Background: an optimization exercise with open tools, aiming at small area and a short achievable clock period. Do not read the settings as production practice.
Only simulation tests tie the RTL to the original design; equivalence was not proved.
The clock port is modelled as an ideal driver, which makes a skipped or thinned clock tree look cheaper than it is; a real chip needs a root buffer or a tree.
Power is estimated from default activity; no workload was simulated.

// alu4_top
module alu4_top (
  input  wire        clk,
  input  wire [13:0] i,
  output wire [7:0]  o
);
  reg  [13:0] a_q;
  reg  [7:0]  y_q;
  wire [7:0]  y_c;
  alu4 u_alu4 (
    .i_0_(a_q[0]),
    .i_1_(a_q[1]),
    .i_2_(a_q[2]),
    .i_3_(a_q[3]),
    .i_4_(a_q[4]),
    .i_5_(a_q[5]),
    .i_6_(a_q[6]),
    .i_7_(a_q[7]),
    .i_8_(a_q[8]),
    .i_9_(a_q[9]),
    .i_10_(a_q[10]),
    .i_11_(a_q[11]),
    .i_12_(a_q[12]),
    .i_13_(a_q[13]),
    .o_0_(y_c[0]),
    .o_1_(y_c[1]),
    .o_2_(y_c[2]),
    .o_3_(y_c[3]),
    .o_4_(y_c[4]),
    .o_5_(y_c[5]),
    .o_6_(y_c[6]),
    .o_7_(y_c[7])
  );
  always @(posedge clk) begin
    a_q <= i;
    y_q <= y_c;
  end
  assign o = y_q;
endmodule
==> flow/config.mk <==
export PLATFORM = sky130hd
export DESIGN_NAME = alu4_top
export DESIGN_NICKNAME = alu4_top
export VERILOG_FILES = /design/flow/design.v
export SDC_FILE = /design/flow/constraint.sdc
export NUM_CORES = 4
export LEC_CHECK = 0
export CAP_MARGIN = 20
export CORE_MARGIN = 2
export CORE_UTILIZATION = 20
export SETUP_SLACK_MARGIN = 3.3
export SLEW_MARGIN = 20
export SYNTH_HIERARCHICAL = 1
export SYNTH_MINIMUM_KEEP_SIZE = 0
==> flow/constraint.sdc <==
create_clock -name core_clock -period 5.0 [get_ports {clk}]
set_input_delay 1.0000 -clock core_clock [delete_from_list [all_inputs] [get_ports {clk}]]
set_output_delay 1.0000 -clock core_clock [all_outputs]
set_load 0.01 [all_outputs]
standard.sh (not shown) runs the stock make flow with config.mk's settings and CLKGATE_MAP_FILE= SYNTH_SCRIPT=/design/flow/synth_recipe.tcl, a recipe that flattens the netlist after the stock synthesis.
==> flow/flow/run.sh <==
#!/bin/bash
# Standard ORFS layout with buf_1 port buffers, except clock tree synthesis:
# the clock reaches all registers through a single clock buffer (clk_tree.tcl).
set -e
export BUFFER_PORTS_ARGS="-buffer_cell sky130_fd_sc_hd__buf_1"
bash standard.sh place > standard_place.log 2>&1
RES=$(pwd)/orfs/results/$FLOW_PLATFORM/alu4_top/base
export RES
openroad -no_init -exit flow/clk_tree.tcl > clk_tree.log 2>&1
bash standard.sh > standard_finish.log 2>&1
==> flow/flow/clk_tree.tcl <==
# Clock tree: one clkbuf_16 between the clock port and every register clock pin,
# placed at the centre of the registers, then legalised.
set plat $::env(FLOW_HOME)/platforms/$::env(FLOW_PLATFORM)
read_liberty $plat/lib/sky130_fd_sc_hd__tt_025C_1v80.lib
read_db $::env(RES)/3_place.odb
read_sdc $::env(RES)/3_place.sdc
set block [ord::get_db_block]
set clknet [$block findNet clk]
set master [[ord::get_db] findMaster sky130_fd_sc_hd__clkbuf_16]
set buf [odb::dbInst_create $block $master clkbuf_root]
set leaf [odb::dbNet_create $block clknet_root]
$leaf setSigType CLOCK
$clknet setSigType CLOCK
set sx 0; set sy 0; set n 0
foreach it [$clknet getITerms] {
  set inst [$it getInst]
  set loc [$inst getLocation]
  set sx [expr {$sx + [lindex $loc 0]}]; set sy [expr {$sy + [lindex $loc 1]}]; incr n
  set mt [$it getMTerm]
  $it disconnect
  $it connect $leaf
}
puts "moved $n clock sinks to clknet_root"
[$buf findITerm A] connect $clknet
[$buf findITerm X] connect $leaf
$buf setLocation [expr {$sx / $n}] [expr {$sy / $n}]
$buf setPlacementStatus PLACED
global_connect
set_propagated_clock [all_clocks]
detailed_placement
check_placement -verbose
source $plat/setRC.tcl
estimate_parasitics -placement
report_clock_skew
report_checks -path_delay min_max
write_db $::env(RES)/4_1_cts.odb
write_sdc -no_timestamp $::env(RES)/4_cts.sdc
The starting point completed with no timing, DRC or antenna violations.
Then changed:
==> flow/flow/run.sh (replaced) <==
#!/bin/bash
# Standard ORFS layout, with port buffers of a chosen cell.
export BUFFER_PORTS_ARGS="-buffer_cell sky130_fd_sc_hd__buf_1"
bash standard.sh > standard.log 2>&1
Settings changed: CORE_UTILIZATION 20 to 40, CTS_BUF_LIST set to sky130_fd_sc_hd__clkbuf_16, CTS_CLUSTER_DIAMETER set to 200, CTS_CLUSTER_SIZE set to 30, SETUP_SLACK_MARGIN 3.3 to unset.
removed: flow/flow/clk_tree.tcl
What happened: Cell area decreases by 1.6%. First-iteration DRC count rises by 80%. Worst setup slack gets worse by 120 ps. Core utilization came out higher by 26 points. Wire length decreases by 13%. Sequential share of layout area climbs by 0.38 points.
Then changed:
==> flow/flow/run.sh (replaced) <==
#!/bin/bash
# Standard ORFS layout with buf_1 port buffers, except clock tree synthesis:
# the clock reaches all registers through a single clock buffer (clk_tree.tcl).
set -e
export BUFFER_PORTS_ARGS="-buffer_cell sky130_fd_sc_hd__buf_1"
bash standard.sh place > standard_place.log 2>&1
RES=$(pwd)/orfs/results/$FLOW_PLATFORM/alu4_top/base
export RES
openroad -no_init -exit flow/clk_tree.tcl > clk_tree.log 2>&1
bash standard.sh > standard_finish.log 2>&1
==> flow/flow/clk_tree.tcl (new file) <==
# Clock tree: one clkbuf_16 between the clock port and every register clock pin,
# placed at the centre of the registers, then legalised.
set plat $::env(FLOW_HOME)/platforms/$::env(FLOW_PLATFORM)
read_liberty $plat/lib/sky130_fd_sc_hd__tt_025C_1v80.lib
read_db $::env(RES)/3_place.odb
read_sdc $::env(RES)/3_place.sdc
set block [ord::get_db_block]
set clknet [$block findNet clk]
set master [[ord::get_db] findMaster sky130_fd_sc_hd__clkbuf_16]
set buf [odb::dbInst_create $block $master clkbuf_root]
set leaf [odb::dbNet_create $block clknet_root]
$leaf setSigType CLOCK
$clknet setSigType CLOCK
set sx 0; set sy 0; set n 0
foreach it [$clknet getITerms] {
  set inst [$it getInst]
  set loc [$inst getLocation]
  set sx [expr {$sx + [lindex $loc 0]}]; set sy [expr {$sy + [lindex $loc 1]}]; incr n
  set mt [$it getMTerm]
  $it disconnect
  $it connect $leaf
}
puts "moved $n clock sinks to clknet_root"
[$buf findITerm A] connect $clknet
[$buf findITerm X] connect $leaf
$buf setLocation [expr {$sx / $n}] [expr {$sy / $n}]
$buf setPlacementStatus PLACED
global_connect
set_propagated_clock [all_clocks]
detailed_placement
check_placement -verbose
source $plat/setRC.tcl
estimate_parasitics -placement
report_clock_skew
report_checks -path_delay min_max
write_db $::env(RES)/4_1_cts.odb
write_sdc -no_timestamp $::env(RES)/4_cts.sdc
Settings changed: CORE_UTILIZATION 40 to 20, CTS_BUF_LIST sky130_fd_sc_hd__clkbuf_16 to unset, CTS_CLUSTER_DIAMETER 200 to unset, CTS_CLUSTER_SIZE 30 to unset, SETUP_SLACK_MARGIN set to 3.45.
Outcome:
- register-to-register slack gets better by 80 ps
- cell count rises by about a fifth
- sequential share of layout area came out lower by 3.1 points
- sequential cell count does not change
- first-iteration DRC count goes up by well over a third
- hold slack gets better by 13 ps
- power came out lower by about a fifth
In the first and third runs of this note the design's own scripts or RTL, not TritonCTS, make the clock network.


== job 101 ==
The RTL this note starts from:
==> flow/design.v <==
module alu4_top (
  input  wire        clk,
  input  wire [13:0] i,
  output wire [7:0]  o
);
  reg  [13:0] a_q;
  reg  [7:0]  y_q;
  wire [7:0]  y_c;
  alu4 u_alu4 (
    .i_0_(a_q[0]),
    .i_1_(a_q[1]),
    .i_2_(a_q[2]),
    .i_3_(a_q[3]),
    .i_4_(a_q[4]),
    .i_5_(a_q[5]),
    .i_6_(a_q[6]),
    .i_7_(a_q[7]),
    .i_8_(a_q[8]),
    .i_9_(a_q[9]),
    .i_10_(a_q[10]),
    .i_11_(a_q[11]),
    .i_12_(a_q[12]),
    .i_13_(a_q[13]),
    .o_0_(y_c[0]),
    .o_1_(y_c[1]),
    .o_2_(y_c[2]),
    .o_3_(y_c[3]),
    .o_4_(y_c[4]),
    .o_5_(y_c[5]),
    .o_6_(y_c[6]),
    .o_7_(y_c[7])
  );
  always @(posedge clk) begin
    a_q <= i;
    y_q <= y_c;
  end
  assign o = y_q;
endmodule

module alu4 (
	i_9_, i_10_, i_7_, i_8_, i_5_, i_6_, i_3_, i_13_,
	i_4_, i_12_, i_1_, i_11_, i_2_, i_0_, o_1_, o_2_, o_0_, o_7_,
	o_5_, o_6_, o_3_, o_4_);
input i_9_;
input i_10_;
input i_7_;
input i_8_;
input i_5_;
input i_6_;
input i_3_;
input i_13_;
input i_4_;
input i_12_;
input i_1_;
input i_11_;
input i_2_;
input i_0_;
output o_1_;
output o_2_;
output o_0_;
output o_7_;
output o_5_;
output o_6_;
output o_3_;
output o_4_;
wire new_n23;
wire new_n24;
wire new_n25;
wire new_n26;
wire new_n27;
wire new_n28;
wire new_n29;
wire new_n30;
wire new_n31;
wire new_n33;
wire new_n34;
wire new_n35;
wire new_n36;
wire new_n37;
wire new_n38;
wire new_n39;
wire new_n40;
wire new_n41;
wire new_n42;
wire new_n43;
wire new_n44;
wire new_n45;
wire new_n46;
wire new_n48;
wire new_n50;
wire new_n51;
wire new_n52;
wire new_n53;
wire new_n54;
wire new_n55;
wire new_n56;
wire new_n57;
wire new_n58;
wire new_n59;
wire new_n60;
wire new_n62;
wire new_n63;
wire new_n64;
wire new_n66;
  g_inv g00 (.A(i_13_), .Y(new_n23));
  g_nand2 g01 (.A(new_n23), .B(i_4_), .Y(new_n24));
  g_inv g02 (.A(i_9_), .Y(new_n25));
  g_nand2 g03 (.A(new_n25), .B(i_8_), .Y(new_n26));
  g_o211ai g04 (.A1(i_10_), .A2(i_8_), .B1(i_3_), .C1(new_n26), .Y(new_n27));
  g_inv g05 (.A(i_11_), .Y(new_n28));
  g_a21oi g06 (.A1(i_8_), .A2(i_12_), .B1(i_3_), .Y(new_n29));
  g_o21ai g07 (.A1(i_8_), .A2(new_n28), .B1(new_n29), .Y(new_n30));
  g_nand2 g08 (.A(new_n27), .B(new_n30), .Y(new_n31));
  g_xnor2 g09 (.A(new_n24), .B(new_n31), .Y(o_1_));
  g_o21ai g10 (.A1(i_10_), .A2(i_7_), .B1(i_2_), .Y(new_n33));
  g_a21oi g11 (.A1(new_n25), .A2(i_7_), .B1(new_n33), .Y(new_n34));
  g_a21oi g12 (.A1(i_6_), .A2(i_12_), .B1(i_1_), .Y(new_n35));
  g_o21ai g13 (.A1(i_6_), .A2(new_n28), .B1(new_n35), .Y(new_n36));
  g_a21oi g14 (.A1(i_7_), .A2(i_12_), .B1(i_2_), .Y(new_n37));
  g_o21ai g15 (.A1(i_7_), .A2(new_n28), .B1(new_n37), .Y(new_n38));
  g_o211ai g16 (.A1(new_n30), .A2(new_n34), .B1(new_n36), .C1(new_n38), .Y(new_n39));
  g_o21ai g17 (.A1(i_10_), .A2(i_5_), .B1(i_0_), .Y(new_n40));
  g_a21oi g18 (.A1(new_n25), .A2(i_5_), .B1(new_n40), .Y(new_n41));
  g_o21ai g19 (.A1(i_10_), .A2(i_6_), .B1(i_1_), .Y(new_n42));
  g_a21oi g20 (.A1(new_n25), .A2(i_6_), .B1(new_n42), .Y(new_n43));
  g_nor2 g21 (.A(new_n41), .B(new_n43), .Y(new_n44));
  g_a21oi g22 (.A1(i_5_), .A2(i_12_), .B1(i_0_), .Y(new_n45));
  g_o21ai g23 (.A1(i_5_), .A2(new_n28), .B1(new_n45), .Y(new_n46));
  g_a21boi g24 (.A1(new_n39), .A2(new_n44), .B1_N(new_n46), .Y(o_2_));
  g_inv g25 (.A(new_n34), .Y(new_n48));
  g_nand3 g26 (.A(new_n44), .B(new_n27), .C(new_n48), .Y(o_0_));
  g_inv g27 (.A(new_n41), .Y(new_n50));
  g_nand2 g28 (.A(new_n50), .B(new_n46), .Y(new_n51));
  g_nand2 g29 (.A(new_n27), .B(i_4_), .Y(new_n52));
  g_nand3 g30 (.A(new_n52), .B(new_n30), .C(new_n38), .Y(new_n53));
  g_nor2 g31 (.A(new_n34), .B(new_n43), .Y(new_n54));
  g_inv g32 (.A(new_n36), .Y(new_n55));
  g_a21oi g33 (.A1(new_n53), .A2(new_n54), .B1(new_n55), .Y(new_n56));
  g_nor2 g34 (.A(i_13_), .B(new_n56), .Y(new_n57));
  g_nor2 g35 (.A(new_n51), .B(new_n57), .Y(new_n58));
  g_nor2 g36 (.A(new_n43), .B(new_n55), .Y(new_n59));
  g_nand3 g37 (.A(new_n53), .B(new_n23), .C(new_n48), .Y(new_n60));
  g_xor2 g38 (.A(new_n59), .B(new_n60), .X(o_5_));
  g_nand2 g39 (.A(new_n57), .B(new_n51), .Y(new_n62));
  g_nand2 g40 (.A(new_n48), .B(new_n38), .Y(new_n63));
  g_a21oi g41 (.A1(new_n52), .A2(new_n30), .B1(i_13_), .Y(new_n64));
  g_xor2 g42 (.A(new_n63), .B(new_n64), .X(o_6_));
  g_nand4 g43 (.A(o_5_), .B(o_1_), .C(new_n62), .D(o_6_), .Y(new_n66));
  g_nor2 g44 (.A(new_n58), .B(new_n66), .Y(o_7_));
  g_o21ai g45 (.A1(new_n41), .A2(new_n56), .B1(new_n46), .Y(o_3_));
  g_and2b g46 (.A_N(new_n58), .B(new_n62), .X(o_4_));
endmodule
module g_a21boi (A1, A2, B1_N, Y);
  input A1;
  input A2;
  input B1_N;
  output Y;
  assign Y = (~A1&B1_N) | (~A2&B1_N);
endmodule
module g_a21oi (A1, A2, B1, Y);
  input A1;
  input A2;
  input B1;
  output Y;
  assign Y = (~A1&~B1) | (~A2&~B1);
endmodule
module g_and2b (A_N, B, X);
  input A_N;
  input B;
  output X;
  assign X = (~A_N&B);
endmodule
module g_inv (A, Y);
  input A;
  output Y;
  assign Y = (~A);
endmodule
module g_nand2 (A, B, Y);
  input A;
  input B;
  output Y;
  assign Y = (~A) | (~B);
endmodule
module g_nand3 (A, B, C, Y);
  input A;
  input B;
  input C;
  output Y;
  assign Y = (~A) | (~B) | (~C);
endmodule
module g_nand4 (A, B, C, D, Y);
  input A;
  input B;
  input C;
  input D;
  output Y;
  assign Y = (~A) | (~B) | (~C) | (~D);
endmodule
module g_nor2 (A, B, Y);
  input A;
  input B;
  output Y;
  assign Y = (~A&~B);
endmodule
module g_o211ai (A1, A2, B1, C1, Y);
  input A1;
  input A2;
  input B1;
  input C1;
  output Y;
  assign Y = (~A1&~A2) | (~B1) | (~C1);
endmodule
module g_o21ai (A1, A2, B1, Y);
  input A1;
  input A2;
  input B1;
  output Y;
  assign Y = (~A1&~A2) | (~B1);
endmodule
module g_xnor2 (A, B, Y);
  input A;
  input B;
  output Y;
  assign Y = (~A&~B) | (A&B);
endmodule
module g_xor2 (A, B, X);
  input A;
  input B;
  output X;
  assign X = (A&~B) | (~A&B);
endmodule
Settings: LEC_CHECK=0, CAP_MARGIN=20, CORE_AREA=2 2 61 61, DIE_AREA=0 0 63 63, SLEW_MARGIN=20, SYNTH_HIERARCHICAL=1, SYNTH_MINIMUM_KEEP_SIZE=0; clock period 5.0 ns.
==> flow/flow/run.sh <==
#!/bin/bash
# Standard ORFS layout (the standard.sh) with these changes:
#  - port buffers are buf_1 (input) and buf_2 (output) instead of the delay cell
#    buffer_ports picks by default;
#  - before floorplanning, combinational cells that synthesis upsized are put back
#    to drive 1 (downsize.tcl); timing repair may upsize them again;
#  - clock tree synthesis is replaced by one buf_12 between the clock port and all
#    22 register clock pins (clk_tree.tcl), so every register sees the same clock.
# Each tool's output goes to its own log file here.
set -e
export BUFFER_PORTS_ARGS="-buffer_cell sky130_fd_sc_hd__buf_1"
export PRE_FLOORPLAN_TCL=$(pwd)/flow/downsize.tcl
bash standard.sh place > standard_place.log 2>&1
export RES=$(pwd)/orfs/results/$FLOW_PLATFORM/alu4_top/base
export CLKBUF=sky130_fd_sc_hd__buf_12
export OUTBUF=sky130_fd_sc_hd__buf_2
openroad -no_init -exit flow/clk_tree.tcl > clk_tree.log 2>&1
bash standard.sh > standard_finish.log 2>&1
Other scripts of this flow, unchanged in this note and not shown: flow/flow/clk_tree.tcl, flow/flow/downsize.tcl
diff inputs: job 101 => job 103
- CORE_UTILIZATION: unset -> 50
- CORE_AREA: 2 2 61 61 -> unset
- CORE_MARGIN: unset -> 2
- SETUP_SLACK_MARGIN: unset -> 3.42
- DIE_AREA: 0 0 63 63 -> unset
==> comparison <==
The pin count of the biggest net entering global routing on job 101 is in line with that on job 103.
NOTE routability congestion estimate from global placement job 101->job 103 increased by a few percent
Delta (job 103 minus job 101): clock period minus final worst setup slack fell 0.0037 ns, wire length on met3 -57 um, global-route usage moved up.
Compared with job 101, job 103 shows total power higher by 12 uW.
Of job 101 and job 103, the run reporting the lower worst setup slack was job 101.
The core area of job 103 falls short of that of job 101 by 61%.
When the final numbers for job 101 and job 103 were put side by side, the peak ir drop on the vdd network turned out to be smaller in job 101.
In every run of this note, the design's own scripts or RTL, not TritonCTS, make the clock network.

[what the ideal ports hide]
Ports are ideal in the flow. The routed layouts listed here were re-timed in OpenROAD.
Step 1 assumes that a clkbuf_16 drives the clock port and a buf_2 every other input.
Step 2, shift: input delay + t, output delay - t, t = (earliest + latest rising clock arrival at the registers) / 2. This alone moves slack from input paths to output paths.
a / b / c = ideal / step 1 / step 2; a / b = the first two.
run | shift t [ns] | setup slack, ns | worst setup path at the end | worst register clock-pin slew, ns | worst data-port slew with drivers (ns)
the first run of note 1 | 0.173 | 3.357 / 3.357 / 3.357 | register to register | 0.08 / 0.08 | 0.03
the second run of note 1 | 0.277 | 3.237 / 3.237 / 3.237 | register to register | 0.05 / 0.05 | 0.03
the third run of note 1 | 0.169 | 3.319 / 3.319 / 3.319 | register to register | 0.08 / 0.08 | 0.03
job 101 | 0.148 | 3.447 / 3.414 / 3.539 | register to register | 0.08 / 0.08 | 0.03
job 103 | 0.145 | 3.451 / 3.424 / 3.476 | register to register | 0.08 / 0.08 | 0.03
After both steps setup and hold are still met in every run listed.
